From an optimization exercise on the open Yosys and OpenROAD flow, aimed at small area and a short achievable clock period; shortcuts taken in it are not production practice.
Function not checked in this run: the RTL went through the layout flow alone.
Power figures rest on the tool's default switching activity, not on a simulated workload.

## design/flow/design.v

```verilog
module alu(input  [31:0] a,
           input  [31:0] b,
           input  [3:0]  alucontrol,
           input         clr,
           input  [31:0] ext,
           input         ext_en,
           output [31:0] result,
           output        eq);
  wire        sub = alucontrol[3] | (alucontrol[1] & ~alucontrol[2]);
  wire [31:0] bx  = b ^ {32{sub}};
  wire [31:0] p   = a ^ bx;
  wire [31:0] g   = a & bx;
  wire [31:0] G0 = {g[31:1], g[0] | (p[0] & sub)};
  wire [31:0] P0 = p;
  wire [31:0] G1, P1;
  assign G1[0] = G0[0];
  assign P1[0] = P0[0];
  assign G1[1] = G0[1] | (P0[1] & G0[0]);
  assign P1[1] = P0[1] & P0[0];
  assign G1[2] = G0[2];
  assign P1[2] = P0[2];
  assign G1[3] = G0[3] | (P0[3] & G0[2]);
  assign P1[3] = P0[3] & P0[2];
  assign G1[4] = G0[4];
  assign P1[4] = P0[4];
  assign G1[5] = G0[5] | (P0[5] & G0[4]);
  assign P1[5] = P0[5] & P0[4];
  assign G1[6] = G0[6];
  assign P1[6] = P0[6];
  assign G1[7] = G0[7] | (P0[7] & G0[6]);
  assign P1[7] = P0[7] & P0[6];
  assign G1[8] = G0[8];
  assign P1[8] = P0[8];
  assign G1[9] = G0[9] | (P0[9] & G0[8]);
  assign P1[9] = P0[9] & P0[8];
  assign G1[10] = G0[10];
  assign P1[10] = P0[10];
  assign G1[11] = G0[11] | (P0[11] & G0[10]);
  assign P1[11] = P0[11] & P0[10];
  assign G1[12] = G0[12];
  assign P1[12] = P0[12];
  assign G1[13] = G0[13] | (P0[13] & G0[12]);
  assign P1[13] = P0[13] & P0[12];
  assign G1[14] = G0[14];
  assign P1[14] = P0[14];
  assign G1[15] = G0[15] | (P0[15] & G0[14]);
  assign P1[15] = P0[15] & P0[14];
  assign G1[16] = G0[16];
  assign P1[16] = P0[16];
  assign G1[17] = G0[17] | (P0[17] & G0[16]);
  assign P1[17] = P0[17] & P0[16];
  assign G1[18] = G0[18];
  assign P1[18] = P0[18];
  assign G1[19] = G0[19] | (P0[19] & G0[18]);
  assign P1[19] = P0[19] & P0[18];
  assign G1[20] = G0[20];
  assign P1[20] = P0[20];
  assign G1[21] = G0[21] | (P0[21] & G0[20]);
  assign P1[21] = P0[21] & P0[20];
  assign G1[22] = G0[22];
  assign P1[22] = P0[22];
  assign G1[23] = G0[23] | (P0[23] & G0[22]);
  assign P1[23] = P0[23] & P0[22];
  assign G1[24] = G0[24];
  assign P1[24] = P0[24];
  assign G1[25] = G0[25] | (P0[25] & G0[24]);
  assign P1[25] = P0[25] & P0[24];
  assign G1[26] = G0[26];
  assign P1[26] = P0[26];
  assign G1[27] = G0[27] | (P0[27] & G0[26]);
  assign P1[27] = P0[27] & P0[26];
  assign G1[28] = G0[28];
  assign P1[28] = P0[28];
  assign G1[29] = G0[29] | (P0[29] & G0[28]);
  assign P1[29] = P0[29] & P0[28];
  assign G1[30] = G0[30];
  assign P1[30] = P0[30];
  assign G1[31] = G0[31] | (P0[31] & G0[30]);
  assign P1[31] = P0[31] & P0[30];
  wire [31:0] G2, P2;
  assign G2[0] = G1[0];
  assign P2[0] = P1[0];
  assign G2[1] = G1[1];
  assign P2[1] = P1[1];
  assign G2[2] = G1[2] | (P1[2] & G1[1]);
  assign P2[2] = P1[2] & P1[1];
  assign G2[3] = G1[3] | (P1[3] & G1[1]);
  assign P2[3] = P1[3] & P1[1];
  assign G2[4] = G1[4];
  assign P2[4] = P1[4];
  assign G2[5] = G1[5];
  assign P2[5] = P1[5];
  assign G2[6] = G1[6] | (P1[6] & G1[5]);
  assign P2[6] = P1[6] & P1[5];
  assign G2[7] = G1[7] | (P1[7] & G1[5]);
  assign P2[7] = P1[7] & P1[5];
  assign G2[8] = G1[8];
  assign P2[8] = P1[8];
  assign G2[9] = G1[9];
  assign P2[9] = P1[9];
  assign G2[10] = G1[10] | (P1[10] & G1[9]);
  assign P2[10] = P1[10] & P1[9];
  assign G2[11] = G1[11] | (P1[11] & G1[9]);
  assign P2[11] = P1[11] & P1[9];
  assign G2[12] = G1[12];
  assign P2[12] = P1[12];
  assign G2[13] = G1[13];
  assign P2[13] = P1[13];
  assign G2[14] = G1[14] | (P1[14] & G1[13]);
  assign P2[14] = P1[14] & P1[13];
  assign G2[15] = G1[15] | (P1[15] & G1[13]);
  assign P2[15] = P1[15] & P1[13];
  assign G2[16] = G1[16];
  assign P2[16] = P1[16];
  assign G2[17] = G1[17];
  assign P2[17] = P1[17];
  assign G2[18] = G1[18] | (P1[18] & G1[17]);
  assign P2[18] = P1[18] & P1[17];
  assign G2[19] = G1[19] | (P1[19] & G1[17]);
  assign P2[19] = P1[19] & P1[17];
  assign G2[20] = G1[20];
  assign P2[20] = P1[20];
  assign G2[21] = G1[21];
  assign P2[21] = P1[21];
  assign G2[22] = G1[22] | (P1[22] & G1[21]);
  assign P2[22] = P1[22] & P1[21];
  assign G2[23] = G1[23] | (P1[23] & G1[21]);
  assign P2[23] = P1[23] & P1[21];
  assign G2[24] = G1[24];
  assign P2[24] = P1[24];
  assign G2[25] = G1[25];
  assign P2[25] = P1[25];
  assign G2[26] = G1[26] | (P1[26] & G1[25]);
  assign P2[26] = P1[26] & P1[25];
  assign G2[27] = G1[27] | (P1[27] & G1[25]);
  assign P2[27] = P1[27] & P1[25];
  assign G2[28] = G1[28];
  assign P2[28] = P1[28];
  assign G2[29] = G1[29];
  assign P2[29] = P1[29];
  assign G2[30] = G1[30] | (P1[30] & G1[29]);
  assign P2[30] = P1[30] & P1[29];
  assign G2[31] = G1[31] | (P1[31] & G1[29]);
  assign P2[31] = P1[31] & P1[29];
  wire [31:0] G3, P3;
  assign G3[0] = G2[0];
  assign P3[0] = P2[0];
  assign G3[1] = G2[1];
  assign P3[1] = P2[1];
  assign G3[2] = G2[2];
  assign P3[2] = P2[2];
  assign G3[3] = G2[3];
  assign P3[3] = P2[3];
  assign G3[4] = G2[4] | (P2[4] & G2[3]);
  assign P3[4] = P2[4] & P2[3];
  assign G3[5] = G2[5] | (P2[5] & G2[3]);
  assign P3[5] = P2[5] & P2[3];
  assign G3[6] = G2[6] | (P2[6] & G2[3]);
  assign P3[6] = P2[6] & P2[3];
  assign G3[7] = G2[7] | (P2[7] & G2[3]);
  assign P3[7] = P2[7] & P2[3];
  assign G3[8] = G2[8];
  assign P3[8] = P2[8];
  assign G3[9] = G2[9];
  assign P3[9] = P2[9];
  assign G3[10] = G2[10];
  assign P3[10] = P2[10];
  assign G3[11] = G2[11];
  assign P3[11] = P2[11];
  assign G3[12] = G2[12] | (P2[12] & G2[11]);
  assign P3[12] = P2[12] & P2[11];
  assign G3[13] = G2[13] | (P2[13] & G2[11]);
  assign P3[13] = P2[13] & P2[11];
  assign G3[14] = G2[14] | (P2[14] & G2[11]);
  assign P3[14] = P2[14] & P2[11];
  assign G3[15] = G2[15] | (P2[15] & G2[11]);
  assign P3[15] = P2[15] & P2[11];
  assign G3[16] = G2[16];
  assign P3[16] = P2[16];
  assign G3[17] = G2[17];
  assign P3[17] = P2[17];
  assign G3[18] = G2[18];
  assign P3[18] = P2[18];
  assign G3[19] = G2[19];
  assign P3[19] = P2[19];
  assign G3[20] = G2[20] | (P2[20] & G2[19]);
  assign P3[20] = P2[20] & P2[19];
  assign G3[21] = G2[21] | (P2[21] & G2[19]);
  assign P3[21] = P2[21] & P2[19];
  assign G3[22] = G2[22] | (P2[22] & G2[19]);
  assign P3[22] = P2[22] & P2[19];
  assign G3[23] = G2[23] | (P2[23] & G2[19]);
  assign P3[23] = P2[23] & P2[19];
  assign G3[24] = G2[24];
  assign P3[24] = P2[24];
  assign G3[25] = G2[25];
  assign P3[25] = P2[25];
  assign G3[26] = G2[26];
  assign P3[26] = P2[26];
  assign G3[27] = G2[27];
  assign P3[27] = P2[27];
  assign G3[28] = G2[28] | (P2[28] & G2[27]);
  assign P3[28] = P2[28] & P2[27];
  assign G3[29] = G2[29] | (P2[29] & G2[27]);
  assign P3[29] = P2[29] & P2[27];
  assign G3[30] = G2[30] | (P2[30] & G2[27]);
  assign P3[30] = P2[30] & P2[27];
  assign G3[31] = G2[31] | (P2[31] & G2[27]);
  assign P3[31] = P2[31] & P2[27];
  wire [31:0] G4, P4;
  assign G4[0] = G3[0];
  assign P4[0] = P3[0];
  assign G4[1] = G3[1];
  assign P4[1] = P3[1];
  assign G4[2] = G3[2];
  assign P4[2] = P3[2];
  assign G4[3] = G3[3];
  assign P4[3] = P3[3];
  assign G4[4] = G3[4];
  assign P4[4] = P3[4];
  assign G4[5] = G3[5];
  assign P4[5] = P3[5];
  assign G4[6] = G3[6];
  assign P4[6] = P3[6];
  assign G4[7] = G3[7];
  assign P4[7] = P3[7];
  assign G4[8] = G3[8] | (P3[8] & G3[7]);
  assign P4[8] = P3[8] & P3[7];
  assign G4[9] = G3[9] | (P3[9] & G3[7]);
  assign P4[9] = P3[9] & P3[7];
  assign G4[10] = G3[10] | (P3[10] & G3[7]);
  assign P4[10] = P3[10] & P3[7];
  assign G4[11] = G3[11] | (P3[11] & G3[7]);
  assign P4[11] = P3[11] & P3[7];
  assign G4[12] = G3[12] | (P3[12] & G3[7]);
  assign P4[12] = P3[12] & P3[7];
  assign G4[13] = G3[13] | (P3[13] & G3[7]);
  assign P4[13] = P3[13] & P3[7];
  assign G4[14] = G3[14] | (P3[14] & G3[7]);
  assign P4[14] = P3[14] & P3[7];
  assign G4[15] = G3[15] | (P3[15] & G3[7]);
  assign P4[15] = P3[15] & P3[7];
  assign G4[16] = G3[16];
  assign P4[16] = P3[16];
  assign G4[17] = G3[17];
  assign P4[17] = P3[17];
  assign G4[18] = G3[18];
  assign P4[18] = P3[18];
  assign G4[19] = G3[19];
  assign P4[19] = P3[19];
  assign G4[20] = G3[20];
  assign P4[20] = P3[20];
  assign G4[21] = G3[21];
  assign P4[21] = P3[21];
  assign G4[22] = G3[22];
  assign P4[22] = P3[22];
  assign G4[23] = G3[23];
  assign P4[23] = P3[23];
  assign G4[24] = G3[24] | (P3[24] & G3[23]);
  assign P4[24] = P3[24] & P3[23];
  assign G4[25] = G3[25] | (P3[25] & G3[23]);
  assign P4[25] = P3[25] & P3[23];
  assign G4[26] = G3[26] | (P3[26] & G3[23]);
  assign P4[26] = P3[26] & P3[23];
  assign G4[27] = G3[27] | (P3[27] & G3[23]);
  assign P4[27] = P3[27] & P3[23];
  assign G4[28] = G3[28] | (P3[28] & G3[23]);
  assign P4[28] = P3[28] & P3[23];
  assign G4[29] = G3[29] | (P3[29] & G3[23]);
  assign P4[29] = P3[29] & P3[23];
  assign G4[30] = G3[30] | (P3[30] & G3[23]);
  assign P4[30] = P3[30] & P3[23];
  assign G4[31] = G3[31] | (P3[31] & G3[23]);
  assign P4[31] = P3[31] & P3[23];
  wire [31:0] G5, P5;
  assign G5[0] = G4[0];
  assign P5[0] = P4[0];
  assign G5[1] = G4[1];
  assign P5[1] = P4[1];
  assign G5[2] = G4[2];
  assign P5[2] = P4[2];
  assign G5[3] = G4[3];
  assign P5[3] = P4[3];
  assign G5[4] = G4[4];
  assign P5[4] = P4[4];
  assign G5[5] = G4[5];
  assign P5[5] = P4[5];
  assign G5[6] = G4[6];
  assign P5[6] = P4[6];
  assign G5[7] = G4[7];
  assign P5[7] = P4[7];
  assign G5[8] = G4[8];
  assign P5[8] = P4[8];
  assign G5[9] = G4[9];
  assign P5[9] = P4[9];
  assign G5[10] = G4[10];
  assign P5[10] = P4[10];
  assign G5[11] = G4[11];
  assign P5[11] = P4[11];
  assign G5[12] = G4[12];
  assign P5[12] = P4[12];
  assign G5[13] = G4[13];
  assign P5[13] = P4[13];
  assign G5[14] = G4[14];
  assign P5[14] = P4[14];
  assign G5[15] = G4[15];
  assign P5[15] = P4[15];
  assign G5[16] = G4[16] | (P4[16] & G4[15]);
  assign P5[16] = P4[16] & P4[15];
  assign G5[17] = G4[17] | (P4[17] & G4[15]);
  assign P5[17] = P4[17] & P4[15];
  assign G5[18] = G4[18] | (P4[18] & G4[15]);
  assign P5[18] = P4[18] & P4[15];
  assign G5[19] = G4[19] | (P4[19] & G4[15]);
  assign P5[19] = P4[19] & P4[15];
  assign G5[20] = G4[20] | (P4[20] & G4[15]);
  assign P5[20] = P4[20] & P4[15];
  assign G5[21] = G4[21] | (P4[21] & G4[15]);
  assign P5[21] = P4[21] & P4[15];
  assign G5[22] = G4[22] | (P4[22] & G4[15]);
  assign P5[22] = P4[22] & P4[15];
  assign G5[23] = G4[23] | (P4[23] & G4[15]);
  assign P5[23] = P4[23] & P4[15];
  assign G5[24] = G4[24] | (P4[24] & G4[15]);
  assign P5[24] = P4[24] & P4[15];
  assign G5[25] = G4[25] | (P4[25] & G4[15]);
  assign P5[25] = P4[25] & P4[15];
  assign G5[26] = G4[26] | (P4[26] & G4[15]);
  assign P5[26] = P4[26] & P4[15];
  assign G5[27] = G4[27] | (P4[27] & G4[15]);
  assign P5[27] = P4[27] & P4[15];
  assign G5[28] = G4[28] | (P4[28] & G4[15]);
  assign P5[28] = P4[28] & P4[15];
  assign G5[29] = G4[29] | (P4[29] & G4[15]);
  assign P5[29] = P4[29] & P4[15];
  assign G5[30] = G4[30] | (P4[30] & G4[15]);
  assign P5[30] = P4[30] & P4[15];
  assign G5[31] = G4[31] | (P4[31] & G4[15]);
  assign P5[31] = P4[31] & P4[15];
  wire [32:0] c   = {G5, sub};
  wire [31:0] s   = p ^ c[31:0];
  wire        lt  = c[32] ^ (alucontrol[0] | p[31]);
  wire use_x   = ~clr & ext_en;
  wire alu_ok  = ~clr & ~ext_en;
  wire sel_ar  = alu_ok & ~alucontrol[3] & ~alucontrol[2];
  wire sel_lt  = alu_ok &  alucontrol[3];
  wire lg_ok   = alu_ok & ~alucontrol[3] &  alucontrol[2];
  wire k_g     = lg_ok & ~alucontrol[1];                        
  wire k_p     = lg_ok & (alucontrol[1] ^ alucontrol[0]);       
  wire k_n     = lg_ok &  alucontrol[1] & alucontrol[0];        
  assign result = ({32{sel_ar}} & s) | ({32{k_g}} & g) | ({32{k_p}} & p) |
                  ({32{k_n}} & ~(p | g)) | ({32{use_x}} & ext) |
                  {31'd0, sel_lt & lt};
  assign eq     = &p;
endmodule
module tgt_add(input  [25:0] pc,
               input  [25:0] imm,
               output [25:0] t,
               output        co);
  wire [25:0] p = pc[25:0] ^ imm;
  wire [25:0] g = pc[25:0] & imm;
  wire [25:0] G0 = g;
  wire [25:0] P0 = p;
  wire [25:0] G1, P1;
  assign G1[0] = G0[0];
  assign P1[0] = P0[0];
  assign G1[1] = G0[1] | (P0[1] & G0[0]);
  assign P1[1] = P0[1] & P0[0];
  assign G1[2] = G0[2];
  assign P1[2] = P0[2];
  assign G1[3] = G0[3] | (P0[3] & G0[2]);
  assign P1[3] = P0[3] & P0[2];
  assign G1[4] = G0[4];
  assign P1[4] = P0[4];
  assign G1[5] = G0[5] | (P0[5] & G0[4]);
  assign P1[5] = P0[5] & P0[4];
  assign G1[6] = G0[6];
  assign P1[6] = P0[6];
  assign G1[7] = G0[7] | (P0[7] & G0[6]);
  assign P1[7] = P0[7] & P0[6];
  assign G1[8] = G0[8];
  assign P1[8] = P0[8];
  assign G1[9] = G0[9] | (P0[9] & G0[8]);
  assign P1[9] = P0[9] & P0[8];
  assign G1[10] = G0[10];
  assign P1[10] = P0[10];
  assign G1[11] = G0[11] | (P0[11] & G0[10]);
  assign P1[11] = P0[11] & P0[10];
  assign G1[12] = G0[12];
  assign P1[12] = P0[12];
  assign G1[13] = G0[13] | (P0[13] & G0[12]);
  assign P1[13] = P0[13] & P0[12];
  assign G1[14] = G0[14];
  assign P1[14] = P0[14];
  assign G1[15] = G0[15] | (P0[15] & G0[14]);
  assign P1[15] = P0[15] & P0[14];
  assign G1[16] = G0[16];
  assign P1[16] = P0[16];
  assign G1[17] = G0[17] | (P0[17] & G0[16]);
  assign P1[17] = P0[17] & P0[16];
  assign G1[18] = G0[18];
  assign P1[18] = P0[18];
  assign G1[19] = G0[19] | (P0[19] & G0[18]);
  assign P1[19] = P0[19] & P0[18];
  assign G1[20] = G0[20];
  assign P1[20] = P0[20];
  assign G1[21] = G0[21] | (P0[21] & G0[20]);
  assign P1[21] = P0[21] & P0[20];
  assign G1[22] = G0[22];
  assign P1[22] = P0[22];
  assign G1[23] = G0[23] | (P0[23] & G0[22]);
  assign P1[23] = P0[23] & P0[22];
  assign G1[24] = G0[24];
  assign P1[24] = P0[24];
  assign G1[25] = G0[25] | (P0[25] & G0[24]);
  assign P1[25] = P0[25] & P0[24];
  wire [25:0] G2, P2;
  assign G2[0] = G1[0];
  assign P2[0] = P1[0];
  assign G2[1] = G1[1];
  assign P2[1] = P1[1];
  assign G2[2] = G1[2] | (P1[2] & G1[1]);
  assign P2[2] = P1[2] & P1[1];
  assign G2[3] = G1[3] | (P1[3] & G1[1]);
  assign P2[3] = P1[3] & P1[1];
  assign G2[4] = G1[4];
  assign P2[4] = P1[4];
  assign G2[5] = G1[5];
  assign P2[5] = P1[5];
  assign G2[6] = G1[6] | (P1[6] & G1[5]);
  assign P2[6] = P1[6] & P1[5];
  assign G2[7] = G1[7] | (P1[7] & G1[5]);
  assign P2[7] = P1[7] & P1[5];
  assign G2[8] = G1[8];
  assign P2[8] = P1[8];
  assign G2[9] = G1[9];
  assign P2[9] = P1[9];
  assign G2[10] = G1[10] | (P1[10] & G1[9]);
  assign P2[10] = P1[10] & P1[9];
  assign G2[11] = G1[11] | (P1[11] & G1[9]);
  assign P2[11] = P1[11] & P1[9];
  assign G2[12] = G1[12];
  assign P2[12] = P1[12];
  assign G2[13] = G1[13];
  assign P2[13] = P1[13];
  assign G2[14] = G1[14] | (P1[14] & G1[13]);
  assign P2[14] = P1[14] & P1[13];
  assign G2[15] = G1[15] | (P1[15] & G1[13]);
  assign P2[15] = P1[15] & P1[13];
  assign G2[16] = G1[16];
  assign P2[16] = P1[16];
  assign G2[17] = G1[17];
  assign P2[17] = P1[17];
  assign G2[18] = G1[18] | (P1[18] & G1[17]);
  assign P2[18] = P1[18] & P1[17];
  assign G2[19] = G1[19] | (P1[19] & G1[17]);
  assign P2[19] = P1[19] & P1[17];
  assign G2[20] = G1[20];
  assign P2[20] = P1[20];
  assign G2[21] = G1[21];
  assign P2[21] = P1[21];
  assign G2[22] = G1[22] | (P1[22] & G1[21]);
  assign P2[22] = P1[22] & P1[21];
  assign G2[23] = G1[23] | (P1[23] & G1[21]);
  assign P2[23] = P1[23] & P1[21];
  assign G2[24] = G1[24];
  assign P2[24] = P1[24];
  assign G2[25] = G1[25];
  assign P2[25] = P1[25];
  wire [25:0] G3, P3;
  assign G3[0] = G2[0];
  assign P3[0] = P2[0];
  assign G3[1] = G2[1];
  assign P3[1] = P2[1];
  assign G3[2] = G2[2];
  assign P3[2] = P2[2];
  assign G3[3] = G2[3];
  assign P3[3] = P2[3];
  assign G3[4] = G2[4] | (P2[4] & G2[3]);
  assign P3[4] = P2[4] & P2[3];
  assign G3[5] = G2[5] | (P2[5] & G2[3]);
  assign P3[5] = P2[5] & P2[3];
  assign G3[6] = G2[6] | (P2[6] & G2[3]);
  assign P3[6] = P2[6] & P2[3];
  assign G3[7] = G2[7] | (P2[7] & G2[3]);
  assign P3[7] = P2[7] & P2[3];
  assign G3[8] = G2[8];
  assign P3[8] = P2[8];
  assign G3[9] = G2[9];
  assign P3[9] = P2[9];
  assign G3[10] = G2[10];
  assign P3[10] = P2[10];
  assign G3[11] = G2[11];
  assign P3[11] = P2[11];
  assign G3[12] = G2[12] | (P2[12] & G2[11]);
  assign P3[12] = P2[12] & P2[11];
  assign G3[13] = G2[13] | (P2[13] & G2[11]);
  assign P3[13] = P2[13] & P2[11];
  assign G3[14] = G2[14] | (P2[14] & G2[11]);
  assign P3[14] = P2[14] & P2[11];
  assign G3[15] = G2[15] | (P2[15] & G2[11]);
  assign P3[15] = P2[15] & P2[11];
  assign G3[16] = G2[16];
  assign P3[16] = P2[16];
  assign G3[17] = G2[17];
  assign P3[17] = P2[17];
  assign G3[18] = G2[18];
  assign P3[18] = P2[18];
  assign G3[19] = G2[19];
  assign P3[19] = P2[19];
  assign G3[20] = G2[20] | (P2[20] & G2[19]);
  assign P3[20] = P2[20] & P2[19];
  assign G3[21] = G2[21] | (P2[21] & G2[19]);
  assign P3[21] = P2[21] & P2[19];
  assign G3[22] = G2[22] | (P2[22] & G2[19]);
  assign P3[22] = P2[22] & P2[19];
  assign G3[23] = G2[23] | (P2[23] & G2[19]);
  assign P3[23] = P2[23] & P2[19];
  assign G3[24] = G2[24];
  assign P3[24] = P2[24];
  assign G3[25] = G2[25];
  assign P3[25] = P2[25];
  wire [25:0] G4, P4;
  assign G4[0] = G3[0];
  assign P4[0] = P3[0];
  assign G4[1] = G3[1];
  assign P4[1] = P3[1];
  assign G4[2] = G3[2];
  assign P4[2] = P3[2];
  assign G4[3] = G3[3];
  assign P4[3] = P3[3];
  assign G4[4] = G3[4];
  assign P4[4] = P3[4];
  assign G4[5] = G3[5];
  assign P4[5] = P3[5];
  assign G4[6] = G3[6];
  assign P4[6] = P3[6];
  assign G4[7] = G3[7];
  assign P4[7] = P3[7];
  assign G4[8] = G3[8] | (P3[8] & G3[7]);
  assign P4[8] = P3[8] & P3[7];
  assign G4[9] = G3[9] | (P3[9] & G3[7]);
  assign P4[9] = P3[9] & P3[7];
  assign G4[10] = G3[10] | (P3[10] & G3[7]);
  assign P4[10] = P3[10] & P3[7];
  assign G4[11] = G3[11] | (P3[11] & G3[7]);
  assign P4[11] = P3[11] & P3[7];
  assign G4[12] = G3[12] | (P3[12] & G3[7]);
  assign P4[12] = P3[12] & P3[7];
  assign G4[13] = G3[13] | (P3[13] & G3[7]);
  assign P4[13] = P3[13] & P3[7];
  assign G4[14] = G3[14] | (P3[14] & G3[7]);
  assign P4[14] = P3[14] & P3[7];
  assign G4[15] = G3[15] | (P3[15] & G3[7]);
  assign P4[15] = P3[15] & P3[7];
  assign G4[16] = G3[16];
  assign P4[16] = P3[16];
  assign G4[17] = G3[17];
  assign P4[17] = P3[17];
  assign G4[18] = G3[18];
  assign P4[18] = P3[18];
  assign G4[19] = G3[19];
  assign P4[19] = P3[19];
  assign G4[20] = G3[20];
  assign P4[20] = P3[20];
  assign G4[21] = G3[21];
  assign P4[21] = P3[21];
  assign G4[22] = G3[22];
  assign P4[22] = P3[22];
  assign G4[23] = G3[23];
  assign P4[23] = P3[23];
  assign G4[24] = G3[24] | (P3[24] & G3[23]);
  assign P4[24] = P3[24] & P3[23];
  assign G4[25] = G3[25] | (P3[25] & G3[23]);
  assign P4[25] = P3[25] & P3[23];
  wire [25:0] G5, P5;
  assign G5[0] = G4[0];
  assign P5[0] = P4[0];
  assign G5[1] = G4[1];
  assign P5[1] = P4[1];
  assign G5[2] = G4[2];
  assign P5[2] = P4[2];
  assign G5[3] = G4[3];
  assign P5[3] = P4[3];
  assign G5[4] = G4[4];
  assign P5[4] = P4[4];
  assign G5[5] = G4[5];
  assign P5[5] = P4[5];
  assign G5[6] = G4[6];
  assign P5[6] = P4[6];
  assign G5[7] = G4[7];
  assign P5[7] = P4[7];
  assign G5[8] = G4[8];
  assign P5[8] = P4[8];
  assign G5[9] = G4[9];
  assign P5[9] = P4[9];
  assign G5[10] = G4[10];
  assign P5[10] = P4[10];
  assign G5[11] = G4[11];
  assign P5[11] = P4[11];
  assign G5[12] = G4[12];
  assign P5[12] = P4[12];
  assign G5[13] = G4[13];
  assign P5[13] = P4[13];
  assign G5[14] = G4[14];
  assign P5[14] = P4[14];
  assign G5[15] = G4[15];
  assign P5[15] = P4[15];
  assign G5[16] = G4[16] | (P4[16] & G4[15]);
  assign P5[16] = P4[16] & P4[15];
  assign G5[17] = G4[17] | (P4[17] & G4[15]);
  assign P5[17] = P4[17] & P4[15];
  assign G5[18] = G4[18] | (P4[18] & G4[15]);
  assign P5[18] = P4[18] & P4[15];
  assign G5[19] = G4[19] | (P4[19] & G4[15]);
  assign P5[19] = P4[19] & P4[15];
  assign G5[20] = G4[20] | (P4[20] & G4[15]);
  assign P5[20] = P4[20] & P4[15];
  assign G5[21] = G4[21] | (P4[21] & G4[15]);
  assign P5[21] = P4[21] & P4[15];
  assign G5[22] = G4[22] | (P4[22] & G4[15]);
  assign P5[22] = P4[22] & P4[15];
  assign G5[23] = G4[23] | (P4[23] & G4[15]);
  assign P5[23] = P4[23] & P4[15];
  assign G5[24] = G4[24] | (P4[24] & G4[15]);
  assign P5[24] = P4[24] & P4[15];
  assign G5[25] = G4[25] | (P4[25] & G4[15]);
  assign P5[25] = P4[25] & P4[15];
  wire [26:0] c = {G5, 1'b0};
  assign t  = p ^ c[25:0];
  assign co = c[26];
endmodule
module EX #(parameter BR = 0, parameter WD = 0)
         (input         CLK,
          input         reset,
          input         ALUSrc,
          input  [3:0]  ALUControl,
          input         Branch,
          input         BranchN,
          input  [31:0] RD1,
          input  [31:0] RD2,
          input  [31:0] ExtImm,
          input  [31:0] PCPlus4,
          input  [3:0]  Tag,
          input         Pred,
          output        PCSrc,
          output [31:0] ALUOut,
          output [31:0] WriteData,
          output [31:0] PCBranch,
          output [3:0]  Tago,
          output [4:0]  BTAPTag,
          output [31:0] BTAPAddr);
  wire [31:0] Imm  = {{16{ExtImm[16]}}, ExtImm[15:0]};
  wire [31:0] SrcB = ALUSrc ? Imm : RD2;
  wire [31:0] res;
  wire        eq;
  wire [31:0] brv;
  wire        brsel;
  alu a1(.a(RD1), .b(SrcB), .alucontrol(ALUControl), .clr(reset), .ext(brv), .ext_en(brsel),
         .result(res), .eq(eq));
  reg [3:0] TagE;
  always @(posedge CLK)
    TagE <= reset ? 4'd0 : Tag;
  assign Tago = TagE;
  generate
    if (WD) begin : g_wd
      reg [31:0] WDE;
      always @(posedge CLK)
        WDE <= reset ? 32'd0 : RD2;
      assign WriteData = WDE;
    end else begin : g_nowd
      assign WriteData = 32'd0;
    end
    if (BR) begin : g_br
      wire        isbr  = Branch | BranchN;
      wire        taken = (Branch & eq) | (BranchN & ~eq);
      localparam LO = 26;
      localparam HI = 30 - LO;
      wire [LO-1:0] tlo;
      wire          co;
      tgt_add ta(.pc(PCPlus4[LO+1:2]), .imm({{(LO-16){ExtImm[15]}}, ExtImm[15:0]}), .t(tlo), .co(co));
      wire          up   = co & ~ExtImm[15];
      wire          down = ~co & ExtImm[15];
      assign brv   = {PCPlus4[31:LO+2], tlo, up, down};
      assign brsel = isbr;
      reg  [31:0]   OutE;
      reg  [LO-1:0] PCLoE;
      reg           TakenE, PCSrcE;
      always @(posedge CLK) begin
        OutE   <= res;
        PCLoE  <= PCPlus4[LO+1:2];
        TakenE <= taken;
        PCSrcE <= taken ^ Pred;
      end
      wire [HI-1:0] hi = OutE[31:LO+2];
      wire [HI-1:0] flip;
      genvar i;
      for (i = 0; i < HI; i = i + 1) begin : g_flip
        if (i == 0) begin : g0
          assign flip[i] = OutE[1] | OutE[0];
        end else begin : gi
          assign flip[i] = (OutE[1] & (&hi[i-1:0])) | (OutE[0] & ~(|hi[i-1:0]));
        end
      end
      assign ALUOut   = OutE;
      assign BTAPAddr = {hi ^ flip, OutE[LO+1:2], 2'b00};
      assign PCBranch = {hi ^ (flip & {HI{TakenE}}), TakenE ? OutE[LO+1:2] : PCLoE, 2'b00};
      assign PCSrc    = PCSrcE;
      assign BTAPTag  = PCLoE[4:0] - 5'd1;
    end else begin : g_nobr
      assign brv   = 32'd0;
      assign brsel = 1'b0;
      reg [31:0] OutE;
      always @(posedge CLK)
        OutE <= res;
      assign ALUOut   = OutE;
      assign BTAPAddr = 32'd0;
      assign PCBranch = 32'd0;
      assign PCSrc    = 1'b0;
      assign BTAPTag  = 5'd0;
    end
  endgenerate
endmodule
module ex_cluster(input         CLK,
                  input         reset,
                  input         ALUSrcD1,
                  input  [3:0]  ALUControlD1,
                  input         BranchD1,
                  input         BranchND1,
                  input  [31:0] RDD11,
                  input  [31:0] RDD21,
                  input  [31:0] ExtImmD1,
                  input  [31:0] PCPlus41,
                  input  [3:0]  TagD1,
                  input         PredD1,
                  input         ALUSrcD2,
                  input  [3:0]  ALUControlD2,
                  input         BranchD2,
                  input         BranchND2,
                  input  [31:0] RDD12,
                  input  [31:0] RDD22,
                  input  [31:0] ExtImmD2,
                  input  [31:0] PCPlus42,
                  input  [3:0]  TagD2,
                  input         PredD2,
                  input         ALUSrcD3,
                  input  [3:0]  ALUControlD3,
                  input  [31:0] RDD13,
                  input  [31:0] RDD23,
                  input  [31:0] ExtImmD3,
                  input  [3:0]  TagD3,
                  input         ALUSrcD4,
                  input  [3:0]  ALUControlD4,
                  input  [31:0] RDD14,
                  input  [31:0] RDD24,
                  input  [31:0] ExtImmD4,
                  input  [3:0]  TagD4,
                  output        PCSrc1,
                  output [31:0] ALUOutE1,
                  output [3:0]  TagoE1,
                  output [31:0] PCBranch1,
                  output [4:0]  BTAPTag1,
                  output [31:0] BTAPAddr1,
                  output        PCSrc2,
                  output [31:0] ALUOutE2,
                  output [3:0]  TagoE2,
                  output [31:0] PCBranch2,
                  output [4:0]  BTAPTag2,
                  output [31:0] BTAPAddr2,
                  output [31:0] ALUOutE3,
                  output [31:0] WriteDataE3,
                  output [3:0]  TagoE3,
                  output [31:0] ALUOutE4,
                  output [3:0]  TagoE4);
  wire [31:0] unused_wd1, unused_wd2, unused_wd4;
  wire [31:0] unused_pcb3, unused_pcb4, unused_ba3, unused_ba4;
  wire [4:0]  unused_bt3, unused_bt4;
  wire        unused_ps3, unused_ps4;
  EX #(.BR(1), .WD(0)) ex1(.CLK(CLK), .reset(reset),
         .ALUSrc(ALUSrcD1), .ALUControl(ALUControlD1), .Branch(BranchD1), .BranchN(BranchND1),
         .RD1(RDD11), .RD2(RDD21), .ExtImm(ExtImmD1), .PCPlus4(PCPlus41), .Tag(TagD1), .Pred(PredD1),
         .PCSrc(PCSrc1), .ALUOut(ALUOutE1), .WriteData(unused_wd1), .PCBranch(PCBranch1), .Tago(TagoE1), .BTAPTag(BTAPTag1), .BTAPAddr(BTAPAddr1));
  EX #(.BR(1), .WD(0)) ex2(.CLK(CLK), .reset(reset),
         .ALUSrc(ALUSrcD2), .ALUControl(ALUControlD2), .Branch(BranchD2), .BranchN(BranchND2),
         .RD1(RDD12), .RD2(RDD22), .ExtImm(ExtImmD2), .PCPlus4(PCPlus42), .Tag(TagD2), .Pred(PredD2),
         .PCSrc(PCSrc2), .ALUOut(ALUOutE2), .WriteData(unused_wd2), .PCBranch(PCBranch2), .Tago(TagoE2), .BTAPTag(BTAPTag2), .BTAPAddr(BTAPAddr2));
  EX #(.BR(0), .WD(1)) ex3(.CLK(CLK), .reset(reset),
         .ALUSrc(ALUSrcD3), .ALUControl(ALUControlD3), .Branch(1'b0), .BranchN(1'b0),
         .RD1(RDD13), .RD2(RDD23), .ExtImm(ExtImmD3), .PCPlus4(32'd0), .Tag(TagD3), .Pred(1'b0),
         .PCSrc(unused_ps3), .ALUOut(ALUOutE3), .WriteData(WriteDataE3), .PCBranch(unused_pcb3), .Tago(TagoE3), .BTAPTag(unused_bt3), .BTAPAddr(unused_ba3));
  EX #(.BR(0), .WD(0)) ex4(.CLK(CLK), .reset(reset),
         .ALUSrc(ALUSrcD4), .ALUControl(ALUControlD4), .Branch(1'b0), .BranchN(1'b0),
         .RD1(RDD14), .RD2(RDD24), .ExtImm(ExtImmD4), .PCPlus4(32'd0), .Tag(TagD4), .Pred(1'b0),
         .PCSrc(unused_ps4), .ALUOut(ALUOutE4), .WriteData(unused_wd4), .PCBranch(unused_pcb4), .Tago(TagoE4), .BTAPTag(unused_bt4), .BTAPAddr(unused_ba4));
endmodule
```

## design/flow/flow/run.sh

```bash
#!/bin/bash
# The standard layout (standard.sh) with these changes:
#  - synthesis maps the logic with ABC scripts of its own (flow/synth.tcl)
#    and without Yosys's full-adder extraction;
#  - port buffers are sky130_fd_sc_hd__buf_1 cells;
#  - timing repair up to clock tree synthesis aims for 6.3 ns of setup
#    slack, and after global routing for 6 ns.
# make's full output goes to make_cts.log and make_finish.log in the work folder.
set -euo pipefail
export OWN_WORK="$PWD"
export OWN_FLOW="$PWD/flow"
common=("SYNTH_SCRIPT=$PWD/flow/synth.tcl" ADDER_MAP_FILE=
        "BUFFER_PORTS_ARGS=-buffer_cell sky130_fd_sc_hd__buf_1")
bash standard.sh "${common[@]}" SETUP_SLACK_MARGIN=6.3 cts > make_cts.log 2>&1
bash standard.sh "${common[@]}" SETUP_SLACK_MARGIN=6 finish > make_finish.log 2>&1
```

## design/flow/flow/abc_in.script

```
strash
dch
map -B 0.9
topo
stime -c
buffer -c
upsize -c
dnsize -c
```

## design/flow/flow/abc_out.script

```
strash
dch -f
map -D 400
topo
buffer -p
upsize -D 400
dnsize -D 400
stime -p
```

## design/flow/flow/synth.tcl

```tcl
# The standard synthesis (synth_recipe.tcl in the work folder), with one
# change in the technology mapping of the logic: ABC first maps the logic
# between the registers and the output ports with a tight delay target
# (flow/abc_out.script), then all other logic (flow/abc_in.script).
# Registers are mapped before ABC runs, exactly as in the standard synthesis.
proc abc {args} {
  set i [lsearch -exact $args -script]
  if {$i >= 0} { set args [lreplace $args $i [expr {$i + 1}]] }
  set j [lsearch -exact $args -D]
  if {$j >= 0} { set args [lreplace $args $j [expr {$j + 1}]] }
  yosys select -set outcone o:* %cie*
  yosys abc -script $::env(OWN_FLOW)/abc_out.script {*}$args @outcone
  yosys select -clear
  yosys opt_clean
  yosys abc -script $::env(OWN_FLOW)/abc_in.script {*}$args
}
source $::env(OWN_WORK)/synth_recipe.tcl
```

## design/flow/standard.sh

```bash
#!/bin/bash
# synth_recipe.tcl (not shown) runs the flow's synth.tcl, then flattens the netlist and writes it again
# the make line also repeats each setting of config.mk as NAME=value (left out here)
make -C /OpenROAD-flow-scripts/flow DESIGN_CONFIG=/design/flow/config.mk WORK_HOME=/design/flow/orfs CLKGATE_MAP_FILE= SYNTH_SCRIPT=/design/flow/synth_recipe.tcl "${@:-finish}"
```

## design/flow/config.mk

```make
export PLATFORM = sky130hd
export DESIGN_NAME = ex_cluster
export DESIGN_NICKNAME = ex_cluster
export VERILOG_FILES = /design/flow/design.v
export SDC_FILE = /design/flow/constraint.sdc
export NUM_CORES = 8
export LEC_CHECK = 0
export CAP_MARGIN = 20
export CORE_MARGIN = 2
export CORE_UTILIZATION = 40
export SLEW_MARGIN = 20
```

## design/flow/constraint.sdc

```tcl
create_clock -name core_clock -period 10.0 [get_ports {CLK}]
set_input_delay 2.0000 -clock core_clock [delete_from_list [all_inputs] [get_ports {CLK}]]
set_output_delay 2.0000 -clock core_clock [all_outputs]
set_load 0.01 [all_outputs]
```

==> flow_summary.toml <==
[run_status]
status = "no timing/DRC/antenna violations"

[synthesis]
synth_top_family_by_area = "simple AND/OR/NAND/NOR gates"
synth_seq_cells = 232
synth_area_mm2 = 0.02371
synth-main-ff-cell = "dfxtp_1"
netlist_top_cells_count = "nand2_1 (1649), inv_1 (608), nand3_1 (392)"
synth_xor_area_share_pct = 2.871
synth_top_area_share_pct = 26.11
yosysMostFrequentCell = "nand2_1"
yosysSeqAreaShare_pct = 19.59
syn_area_per_cell_um2 = 5.426
synth_top_area_cell = "nand2_1"
synth-simple-area-share_pct = 47.82
synth_adder_area_share_pct = 0
synthCells = 4369
synth_edf_count = 0
synth_mux_area_share_pct = 0
synth_area_leaders = "nand2_1 (26%), dfxtp_1 (20%), inv_1 (9.6%)"
yosysWarnings = 3
async_flop_share_pct = 0
synth_cell_types = 64
synth-compound-area-share_pct = 13.85

[clocking]
cts_buffers = 35
postCtsHoldBufs = 0
cts.sinks = 232
root_buffer = "clkbuf_16"
tritoncts = "yes"
htreeDepth = 2
clk_pin_slew_ps = 60
clockBufferDepth = 3

[die]
die_w_um = 247.5
die_y_um = 247.5
std_cell_rows = 89
start_util_pct = 40.32
dieArea_mm2 = 0.06123
core_area_mm2 = 0.05880
io_pins = 808

[setup_path]
critPathMaxFanout = 30
worstPathCellList = "buf_2, buf_4, nor3_1, inv_1, nor2_1, clkinvlp_4, o21ai_0, a21oi_1, o21ai_0"
critPathMostFrequentCell = "o21ai_0"
crit_path_top_delay_cell = "clkinvlp_4"
path_depth = 9
critPathArrivalTime_ps = 4320
end_kind = "flip-flop"
start_kind = "input port"
cp_slowest_stage_delay_ps = 650
critPathTopFamily = "buffers and inverters"
required_ps = 10470
worstSetupPathType = "in -> reg"
crit_buf_inv = 4

[power]
ir_drop_v = 0.0001386
p_leak_nw = 15.13
p_total_mw = 3.808
power_density_mw_per_mm2 = 132.5

[routing]
via_count = 29220
drtIter0Drc = 2045
dr.pass1.iters = 9
remaining_drc_errors = 0
wl_per_cell_um = 16.43
routed_wl_um = 95890
antenna_left = 0
viasPerCell = 5.008

[sta]
setup_viol = 0
rsz0062_at_grt = "yes"
max_freq_ghz = 0.2599
slew-limit-headroom_pct = 28.97
period_share_pct = 38.47
min_period_ps = 3847
slew_violations = 0
fin_tns_setup_ps = 0
hold_viol = 0
worst_pin_slew_ps = 1063

[global_route]
grt_remaining_overflow = 0
grt_max_degree = 43
grt_first_pass_wirelength_um = 143400
grt_antenna_before_repair = 21
grt_pass1_vias = 25720
groute.usage.overall_pct = 29.88

[hold_path]
min_path_cells = 1
min_path_type = "in -> reg"
hp-start = "PCPlus41[8]"
min_to = "ex1.g_br.PCLoE[6]"

[layout]
final_cells = 5835
drive_gt1_share_pct = 9.518
nets = 5510
area_delta_synth_final_pct = 21.23

[place]
dp_hpwl_um = 72010
placedCellCount = 5717
port_buffers = 735
gp_congestion = 0.9561

[run]
drv_cap = 0
-- per-stage QoR --
stage | setup WS, ps | utilization (%) | hold slack [ps] | area, um^2
after floorplan | 6226 | - | 2028 | 24150
after global placement | 4707 | 45.42 | 2153 | 26700
after detailed placement | 4689 | 45.42 | 2152 | 26700
after CTS | 6233 | 48.79 | 1561 | 28690
after global routing | 5953 | 48.86 | 1573 | 28730
final | 6153 | 48.88 | 1585 | 28740
-- metal layers --
| metal | global-route usage, % | vias to the layer above | share of wire (%) | wire length [um] |
|---|---|---|---|---|
| li1 | - | 15030 | - | - |
| met1 | 37.92 | 12970 | 42 | 40300 |
| met2 | 50.18 | 1033 | 47 | 44850 |
| met3 | 5.050 | 174 | 7.7 | 7344 |
| met4 | 11.98 | 12 | 3.5 | 3328 |
| met5 | 0 | - | 0.075 | 72 |
-- placed cells by master (no fill, tap or decap), types with 11 or more instances in the layout --
| cell type | instances |
|---|---|
| inv_2 | 37 |
| buf_2 | 11 |
| clkbuf_16 | 36 |
| buf_1 | 721 |
| o221ai_1 | 18 |
| nand3b_1 | 22 |
| o22ai_1 | 75 |
| a31oi_1 | 11 |
| nand3_2 | 46 |
| nor2_2 | 39 |
| inv_1 | 598 |
| nand2_1 | 1594 |
| or2_2 | 11 |
| clkinvlp_4 | 11 |
| a21oi_1 | 204 |
| xnor2_1 | 32 |
| o21ai_0 | 146 |
| nand4_1 | 19 |
| nor3_1 | 18 |
| nand2_4 | 19 |
| nand3_1 | 377 |
| nor2_1 | 353 |
| buf_4 | 35 |
| a21boi_0 | 13 |
| nand2_8 | 14 |
| dfxtp_1 | 226 |
| o21ai_1 | 27 |
| nand2_2 | 111 |
| xor2_1 | 36 |
| diode_2 | 19 |
-- cell type report --
| type | count | area [um^2] |
|---|---|---|
| Fill cell | 6541 | 30060 |
| Multi-Input combinational cell | 3315 | 16040 |
| Sequential cell | 232 | 4654 |
| Timing Repair Buffer | 780 | 3286 |
| Inverter | 651 | 2535 |
| Tap cell | 773 | 967.2 |
| Clock buffer | 45 | 963.4 |
| Clock inverter | 17 | 222.7 |
| Antenna cell | 19 | 47.55 |
| Timing Repair inverter | 3 | 21.27 |
-- power breakdown --
part | switching (mW) | internal (mW) | total (mW) | leakage [nW]
Sequential | 0.0584 | 1.00 | 1.06 | 1.93
Clock | 0.522 | 0.790 | 1.31 | 0.561
Combinational | 0.978 | 0.459 | 1.44 | 12.6
-- registers in the layout (all words and copies together) (netlist names) --
name             count
ex1.TagE             4
ex1.g_br.OutE       32
ex1.g_br.PCLoE      26
ex1.g_br.PCSrcE      1
ex1.g_br.TakenE      1
ex2.TagE             4
ex2.g_br.OutE       32
ex2.g_br.PCLoE      26
ex2.g_br.PCSrcE      1
ex2.g_br.TakenE      1
ex3.TagE             4
ex3.g_nobr.OutE     32
ex3.g_wd.WDE        32
ex4.TagE             4
ex4.g_nobr.OutE     32
-- kinds of logic after synthesis --
family / Yosys count
xor+xnor: 73
other cells: 1
flops: 232
buf+inv: 839
compound gates: 571
simple gates: 2653
-- what timing repair did --
action,4_1_cts,5_1_grt
hold endpoints to repair,0,0
endpoints found under the setup margin,175,30
setup buffers,21,0
gates resized for setup,103,1
cloned,16,0
pin swaps,12,0
-- worst max path at each step --
stage | to | slack (ps) | start
after floorplan | ex2.g_br.OutE[30] | 6230 | ALUSrcD2
after global placement | ex2.g_br.OutE[1] | 4710 | reset
after detailed placement | ex2.g_br.OutE[1] | 4690 | reset
after CTS | ex2.g_br.OutE[1] | 6230 | reset
after global routing | ex4.g_nobr.OutE[4] | 5950 | reset
final | ex4.g_nobr.OutE[8] | 6150 | reset

## re-timing with driven ports
No port has a modelled driver above. Below, the same layout with a new extraction and two added sets of constraints. Step 1: set_driving_cell puts a clkbuf_16 on CLK and a buf_2 on each other input, an assumption about the parent block. Step 2, shift: input delay + t, output delay - t, t = (earliest + latest rising clock arrival at the registers) / 2. This alone moves slack from input paths to output paths. Three values: ideal, step 1, step 2; two values: the first two.
shift t [ns]: 0.608
slack for setup (ns): 6.153 / 6.194 / 5.586
worst data-port slew with drivers (ns): 0.14
After both steps this run still meets setup and hold. The setup slack of this run moves by +0.041 ns with the drivers and by -0.567 ns with both steps.
